Background: an optimization exercise with open tools, aiming at small area. Do not read the settings as production practice. Function was checked by simulation only, so behaviour that the tests miss may differ from the original.

**flow/design.v**
```verilog
module filter1 #(parameter N = 8, parameter W = 16, parameter H = 8)
               (input clock,
                input signed [W-1:0]Xin,
                output signed [W-1:0]Y);
  reg signed [W+H-1:0] y[0:N-1];
  wire signed [H-1:0] h[0:N-1];
  assign h[0] = -2;
  assign h[1] = 8;
  assign h[2] = -35;
  assign h[3] = 157;
  assign h[4] = 157;
  assign h[5] = -35;
  assign h[6] = 8;
  assign h[7] = -2;
  assign Y = y[N-1]>>H;
  integer i;
  always @(posedge clock)begin
      y[0] <= h[0]*Xin;
		for(i = 1; i < N; i = i + 1)
		   y[i] <= y[i-1]+h[N-1-i]*Xin;
  end
endmodule
module filter2 #(parameter N = 8, parameter W = 16)
               (input clock,
                input signed [W-1:0]Xin,
                output signed [W-1:0]Y);
  reg signed [W:0] y[0:N-1];  
  assign Y = y[N-1][W-1:0];
  always @(posedge clock)begin
      y[0] <= Xin;
		y[1] <= y[0];
		y[2] <= y[1];
		y[3] <= y[2];
		y[4] <= y[3];
		y[5] <= y[4];
		y[6] <= y[5];
		y[7] <= (y[6]>>1)+Xin;
  end
endmodule
module filter3 #(parameter N = 8, parameter W = 16, parameter H = 8)
               (input clock,
                input signed [W-1:0]Xin,
                output signed [W-1:0]Y);
  reg signed [W+H-1:0] y[0:N-1];
  wire signed [H-1:0] h[0:N-1];
  assign h[0] = -1;
  assign h[1] = 5;
  assign h[2] = 39;
  assign h[3] = 86;
  assign h[4] = 86;
  assign h[5] = 39;
  assign h[6] = 5;
  assign h[7] = -1;
  assign Y = y[N-1]>>H;
  integer i;
  always @(posedge clock)begin
      y[0] <= h[0]*Xin;
		for(i = 1; i < N; i = i + 1)
		   y[i] <= y[i-1]+h[N-1-i]*Xin;
  end
endmodule
module filter4 #(parameter N2 = 9, parameter W = 16, parameter H = 8)
               (input clock,
                input signed [W-1:0]Xin,
                output signed [W-1:0]Y);
  reg signed [W+H-1:0] y[0:N2-1];
  wire signed [H-1:0] h[0:N2-1];
  assign h[0] = 0;
  assign h[1] = -4;
  assign h[2] = -22;
  assign h[3] = -50;
  assign h[4] = 192;
  assign h[5] = -50;
  assign h[6] = -22;
  assign h[7] = -4;
  assign h[8] = 0;
  assign Y = y[N2-1]>>H;
  integer i;
  always @(posedge clock)begin
      y[0] <= h[0]*Xin;
		for(i = 1; i < N2; i = i + 1)
		   y[i] <= y[i-1]+h[N2-1-i]*Xin;
  end
endmodule
module playrec(
	input			CLOCK_50, reset,
	output reg	[21:0]	ram_addr,
	output	[15:0]	ram_data_in,
	output			ram_read, ram_write,
	input	[15:0]	ram_data_out,
	input			ram_valid, ram_waitrq,
	output	[15:0]	audio_out,
	input	[15:0]	audio_in,
	input			audio_out_allowed, audio_in_available,
	output			write_audio_out, read_audio_in,
	input			play, record, pause,
	input	[1:0]	speed,
	input [2:0] sel
);
localparam W = 16;
wire signed [W-1:0] Y1, Y2, Y3, Y4;
reg signed [W-1:0] Y;
filter1 filter (.clock(CLOCK_50), .Xin(audio_in), .Y(Y1));
filter2 echo (.clock(CLOCK_50), .Xin(audio_in), .Y(Y2));
filter3 hc1 (.clock(CLOCK_50), .Xin(audio_in), .Y(Y3));
filter4 hc (.clock(CLOCK_50), .Xin(audio_in), .Y(Y4));
always @(*)begin
  case(sel)
  0: Y = audio_in;
  1: Y = Y1;
  2: Y = Y2;
  3: Y = Y3;
  4: Y = Y4;
  default: Y = audio_in;
  endcase
end
reg [2:0] st, streg;
localparam	st_start = 0,
			st_rc_audio_wait = 1,
			st_rc_ram_nextaddr = 2,
			st_rc_ram_wait = 3,
			st_pl_ram_rd = 4,
			st_pl_audio_wait = 5,
			st_pl_ram_nextaddr = 6,
			st_input_check = 7;
always @(*) begin
	st = streg;
	case(streg)
		st_start: st = st_input_check;
		st_input_check:
			if(!pause)
				if(play) st = st_pl_audio_wait;
				else if(record) st = st_rc_audio_wait;
				else st = st_start;
		st_rc_audio_wait: if(audio_in_available) st = st_rc_ram_nextaddr;
		st_rc_ram_nextaddr: st = st_rc_ram_wait;
		st_rc_ram_wait: if(!ram_waitrq) st = st_input_check;
		st_pl_audio_wait: if(audio_out_allowed) st = st_pl_ram_rd;
		st_pl_ram_rd: if(!ram_waitrq && ram_valid) st = st_pl_ram_nextaddr;  
		st_pl_ram_nextaddr: st = st_input_check;
	endcase
end
always @(posedge CLOCK_50)
	if(reset) streg <= st_input_check;
	else streg <= st;
always @(posedge CLOCK_50)
	if(reset) ram_addr <= 0;
	else
		case(streg)
			st_start: ram_addr <= 0;
			st_rc_ram_nextaddr: ram_addr <= ram_addr + 1;
			st_pl_ram_nextaddr: ram_addr <= ram_addr + 1 + speed;
		endcase
assign read_audio_in = (streg == st_rc_ram_nextaddr) || (streg == st_start && audio_in_available);
assign write_audio_out = (st == st_pl_ram_nextaddr);
assign ram_data_in = Y;
assign audio_out = ram_data_out;
assign ram_write = (streg == st_rc_ram_wait);
assign ram_read = (streg == st_pl_ram_rd);
endmodule
```
**flow/run.sh**
```bash
#!/bin/bash
# synth_recipe.tcl (not shown) runs the flow's synth.tcl, then flattens the netlist and writes it again
# the make line also repeats each setting of config.mk as NAME=value (left out here)
make -C /OpenROAD-flow-scripts/flow DESIGN_CONFIG=/design/flow/config.mk WORK_HOME=/design/flow/orfs CLKGATE_MAP_FILE= SYNTH_SCRIPT=/design/flow/synth_recipe.tcl finish
```
**flow/config.mk**
```make
export PLATFORM = sky130hd
export DESIGN_NAME = playrec
export DESIGN_NICKNAME = playrec
export VERILOG_FILES = /design/flow/design.v
export SDC_FILE = /design/flow/constraint.sdc
export NUM_CORES = 4
export LEC_CHECK = 0
export CAP_MARGIN = 20
export CORE_MARGIN = 2
export CORE_UTILIZATION = 40
export SLEW_MARGIN = 20
```
**flow/constraint.sdc**
```tcl
create_clock -name core_clock -period 10.0 [get_ports {CLOCK_50}]
set_input_delay 2.0000 -clock core_clock [delete_from_list [all_inputs] [get_ports {CLOCK_50}]]
set_output_delay 2.0000 -clock core_clock [all_outputs]
set_load 0.01 [all_outputs]
```
==> run notes <==
# TYPE chip_impl_metric gauge
chip_impl_metric{name="pre_cts_slack",unit="ns"} 0.969
chip_impl_metric{name="count_of_input_and_output_buffers",unit=""} 71
chip_impl_metric{name="cts_setup_buffers",unit=""} 0
chip_impl_metric{name="clock_insertion_delay_worst_skew",unit="ns"} 0.67
chip_impl_info{name="worstSetupEndpointType",value="flip-flop"} 1
chip_impl_metric{name="via_per_inst",unit=""} 5.34
chip_impl_info{name="crit_path_cell_trace",value="clkdlybuf4s50_1 > inv_1 > ha_1 > fa_1 > inv_1 > fa_1 > inv_1 > ha_1 > nor2b_1 > o21ai_1 > a21oi_1 > o41ai_1 > o21ai_1 > o41ai_2 > o21bai_1 > a21oi_1 > xor2_1 > inv_1 > ha_1 > or4_1 > a21oi_1 > xor3_1"} 1
chip_impl_metric{name="area_delta_synth_final",unit="%"} 11.1
chip_impl_metric{name="timing_hold_violations_final",unit=""} 0
chip_impl_metric{name="post-route-util",unit="%"} 44.9
chip_impl_metric{name="drt_drc_violations_left",unit=""} 0
chip_impl_metric{name="number_of_flip_flops_and_latches_in_the_synthesized_netlist",unit=""} 628
chip_impl_metric{name="final.setup.tns",unit="ns"} 0
chip_impl_info{name="cts.root.buffer_cell",value="sky130_fd_sc_hd__clkbuf_16"} 1
chip_impl_metric{name="cts.reportedPaths.clkPinSlew",unit="ns"} 0.06
chip_impl_metric{name="drv_cap",unit=""} 0
chip_impl_info{name="slowest_library_cell_on_the_worst_path",value="sky130_fd_sc_hd__clkdlybuf4s50_1"} 1
chip_impl_metric{name="detailed_place_hpwl",unit="um"} 108000
chip_impl_info{name="synth_largest_area_cell",value="sky130_fd_sc_hd__dfxtp_1"} 1
chip_impl_metric{name="cp.depth",unit=""} 22
chip_impl_metric{name="cp.buffers_inverters",unit=""} 5
chip_impl_metric{name="worstRegToRegCells",unit=""} 13
chip_impl_metric{name="post_synth_num_cell_types",unit=""} 97
chip_impl_metric{name="met3_demand_to_capacity_share_in_global_routing",unit="%"} 2.47
chip_impl_metric{name="timing.clock.skew",unit="ns"} 0.0262
chip_impl_metric{name="drive_gt1_share",unit="%"} 4.99
chip_impl_metric{name="setup_viol",unit=""} 0
chip_impl_metric{name="routed-via-count",unit=""} 36000
chip_impl_metric{name="synth-warning-count",unit=""} 9
chip_impl_info{name="crit-reg2reg-capture",value="filter.y[3][22]"} 1
chip_impl_info{name="most_frequent_cp_cell",value="sky130_fd_sc_hd__inv_1"} 1
chip_impl_metric{name="ant_nets",unit=""} 0
chip_impl_metric{name="synth.yosys.seq_area_share",unit="%"} 27.1
chip_impl_metric{name="layout.nets",unit=""} 6166
chip_impl_metric{name="path_max_fanout",unit=""} 4
chip_impl_metric{name="max_slew.worst_pin.slew",unit="ns"} 0.998
chip_impl_metric{name="firstDrtPassIters",unit=""} 5
chip_impl_metric{name="std_cell_rows",unit=""} 124
chip_impl_info{name="whs_endpoint",value="echo.y[1][9]"} 1
chip_impl_metric{name="crit_arrival",unit="ns"} 8.92
chip_impl_metric{name="ff2ff_setup_slack",unit="ns"} 6.04
chip_impl_metric{name="grt_max_degree",unit=""} 49
chip_impl_metric{name="grtUsageMet1",unit="%"} 29.3
chip_impl_info{name="gr-max-usage-layer",value="met2"} 1
chip_impl_metric{name="placer_s_final_routability_congestion_estimate",unit=""} 0.974
chip_impl_info{name="timing.hold.worst.class",value="flip-flop to flip-flop"} 1
chip_impl_metric{name="drt_first_iter_violations",unit=""} 2051
chip_impl_metric{name="hold-worst-slack",unit="ns"} 0.311
chip_impl_metric{name="globalRoute.totalOverflow",unit=""} 0
chip_impl_metric{name="min_period_over_period",unit="%"} 83.8
chip_impl_info{name="worst_r2r_startpoint",value="hc1.y[0][0]"} 1
chip_impl_metric{name="cts-resized-gates",unit=""} 0
chip_impl_metric{name="min_path_cells",unit=""} 0
chip_impl_metric{name="worst_ep_required_time",unit="ns"} 10.53
chip_impl_metric{name="timing.final.max_slew_violations",unit=""} 0
chip_impl_metric{name="cp_slowest_stage_delay",unit="ns"} 0.80
chip_impl_metric{name="grt_first_pass_wirelength",unit="um"} 202000
chip_impl_info{name="critical_path_class",value="input pin to flip-flop"} 1
chip_impl_info{name="outcome",value="no timing/DRC/antenna violations"} 1
chip_impl_info{name="rsz0062_at_grt",value="false"} 1
chip_impl_metric{name="die-height",unit="um"} 344
chip_impl_info{name="hold_path.startpoint",value="echo.y[0][9]"} 1
chip_impl_metric{name="numCtsBuffers",unit=""} 73
chip_impl_metric{name="postSynthAreaPerCell",unit="um2"} 9.20
chip_impl_info{name="yosysMostFrequentCell",value="sky130_fd_sc_hd__ha_1"} 1
chip_impl_metric{name="start_util",unit="%"} 40.4
chip_impl_metric{name="postSynthCellCount",unit=""} 5039
chip_impl_metric{name="grt_use_met2",unit="%"} 37.3
chip_impl_metric{name="fp.coreArea",unit="um2"} 115000
chip_impl_metric{name="longest_clk_path_bufs",unit=""} 3
chip_impl_metric{name="max_freq",unit="MHz"} 119
chip_impl_info{name="most_area_consuming_cells_after_synthesis",value="sky130_fd_sc_hd__dfxtp_1, sky130_fd_sc_hd__ha_1, sky130_fd_sc_hd__fa_1, sky130_fd_sc_hd__xnor2_1, sky130_fd_sc_hd__inv_1"} 1
chip_impl_metric{name="min_period",unit="ns"} 8.38
chip_impl_info{name="ys_dominant_reg_cell",value="sky130_fd_sc_hd__dfxtp_1"} 1
chip_impl_metric{name="cts.hold.buffers_added",unit=""} 0
chip_impl_info{name="path_delay_family",value="compound AO/OA/AOI/OAI gates"} 1
chip_impl_info{name="synthTopCellsByCount",value="sky130_fd_sc_hd__ha_1, sky130_fd_sc_hd__dfxtp_1, sky130_fd_sc_hd__inv_1"} 1
chip_impl_metric{name="drt_wl_total",unit="um"} 131000
chip_impl_metric{name="dieWidth",unit="um"} 344
chip_impl_metric{name="timing.final.ws_setup",unit="ns"} 1.62
chip_impl_metric{name="floorplan.die_area",unit="um2"} 119000
chip_impl_metric{name="number_of_sinks_driven_by_the_clock_tree",unit=""} 628
chip_impl_metric{name="initial_antenna_violation_count",unit=""} 6
chip_impl_info{name="crit_path_start_kind",value="input pin"} 1
chip_impl_metric{name="final_cell_count_without_fillers",unit=""} 6744
chip_impl_info{name="cts_tree",value="yes"} 1
chip_impl_metric{name="ys_async_sr_fraction",unit="%"} 0
chip_impl_metric{name="mappedNetlistNets",unit=""} 6029
chip_impl_metric{name="netlist_area",unit="um2"} 46400
chip_impl_metric{name="number_of_global_route_vias_before_repair",unit=""} 36200
chip_impl_metric{name="gr-usage-all-layers",unit="%"} 22.2
chip_impl_metric{name="synth_top_area_share",unit="%"} 27.1
chip_impl_metric{name="synth-edff-count",unit=""} 0
chip_impl_metric{name="io-pin-count",unit=""} 104
chip_impl_metric{name="htree_num_levels",unit=""} 3
chip_impl_metric{name="maxSlewHeadroom",unit="%"} 33.0
chip_impl_metric{name="average_wire_per_standard_cell",unit="um"} 19.5
chip_impl_metric{name="numPlacedInstances",unit=""} 6612
-- final cells by class --
| class | instances | area (um2) |
|---|---|---|
| Sequential cell | 628 | 12600 |
| Multi-Input combinational cell | 3821 | 31500 |
| Timing Repair Buffer | 119 | 1070 |
| Clock inverter | 31 | 443 |
| Fill cell | 11000 | 63100 |
| Tap cell | 1512 | 1890 |
| Clock buffer | 99 | 2040 |
| Antenna cell | 1 | 2.50 |
| Inverter | 533 | 2000 |
-- how the worst max path moves through the flow --
| stage | start | endpoint | slack [ns] |
|---|---|---|---|
| after floorplan | audio_in[15] | hc1.y[2][23] | 2.49 |
| after global placement | audio_in[5] | hc.y[5][23] | 1.06 |
| after detailed placement | audio_in[1] | hc.y[2][23] | 0.97 |
| after CTS | audio_in[1] | hc.y[2][23] | 1.65 |
| after global routing | audio_in[7] | hc1.y[3][22] | 1.19 |
| final | audio_in[1] | hc.y[2][23] | 1.62 |
-- layout by cell type (no fill, tap or decap), types with 31 or more instances in the layout --
master,instances
sky130_fd_sc_hd__a211oi_1,53
sky130_fd_sc_hd__a21o_1,134
sky130_fd_sc_hd__a21oi_1,367
sky130_fd_sc_hd__a22oi_1,34
sky130_fd_sc_hd__a31oi_1,35
sky130_fd_sc_hd__and2_1,36
sky130_fd_sc_hd__and3_1,31
sky130_fd_sc_hd__buf_4,46
sky130_fd_sc_hd__clkbuf_16,73
sky130_fd_sc_hd__clkdlybuf4s50_1,69
sky130_fd_sc_hd__dfxtp_1,628
sky130_fd_sc_hd__fa_1,185
sky130_fd_sc_hd__ha_1,759
sky130_fd_sc_hd__inv_1,533
sky130_fd_sc_hd__nand2_1,205
sky130_fd_sc_hd__nand2b_1,58
sky130_fd_sc_hd__nand3_1,107
sky130_fd_sc_hd__nor2_1,359
sky130_fd_sc_hd__nor2b_1,68
sky130_fd_sc_hd__nor3_1,109
sky130_fd_sc_hd__o21a_1,65
sky130_fd_sc_hd__o21ai_0,204
sky130_fd_sc_hd__o21bai_1,51
sky130_fd_sc_hd__or3_1,38
sky130_fd_sc_hd__xnor2_1,406
sky130_fd_sc_hd__xor2_1,126
-- routing by layer --
| metal | wire length, um | share of wire (%) | up-vias |
|---|---|---|---|
| met5 | 0 | 0 | - |
| met1 | 60600 | 46 | 17200 |
| met4 | 4580 | 3.5 | 0 |
| met3 | 6080 | 4.6 | 193 |
| li1 | - | - | 17900 |
| met2 | 60100 | 46 | 803 |
-- stage by stage --
stage / cell area, um2
floorplan: 46400
global placement: 49000
detailed placement: 49000
CTS: 51500
global route: 51500
finish: 51500
-- state kept, by name (all words and copies together), names as in the netlist --
signal    count
filter.y    153
ram_addr     22
hc1.y       184
hc.y        144
streg         3
echo.y      122
-- logic make-up (layout without fill, tap and decap cells) --
| logic type | Yosys count | in the layout | synth area share (%) |
|---|---|---|---|
| AOI/OAI and AO/OA | 1201 | 1201 | 17.0 |
| and+or+nand+nor | 1112 | 1112 | 11.6 |
| adders and majority gates | 950 | 950 | 28.6 |
| DFF | 628 | 628 | 27.1 |
| buffers and inverters | 590 | 782 | 4.97 |
| xor gates and xnor gates | 536 | 536 | 10.2 |
| muxes | 22 | 22 | 0.572 |
| other | 0 | 1 | 0 |

port drivers added, routing unchanged:
No port has a modelled driver above. Below, the same layout with a new extraction and two added sets of constraints. Step 1: set_driving_cell puts a clkbuf_16 on CLOCK_50 and a buf_2 on each other input, an assumption about the parent block. Step 2 also shifts input and output timing later by t, the mid clock arrival at the registers, as if the neighbouring blocks saw the same clock. a / b / c = no drivers / after step 1 / after step 2; a / b = the first two.
shift t [ns]: 0.742
slack for setup (ns): 1.615 / 1.667 / 0.925
worst setup path after step 2: input to register
worst data-port slew with drivers (ns): 0.07
After both steps setup and hold are still met in this run. The setup slack of this run moves by +0.052 ns with the drivers and by -0.690 ns with both steps.
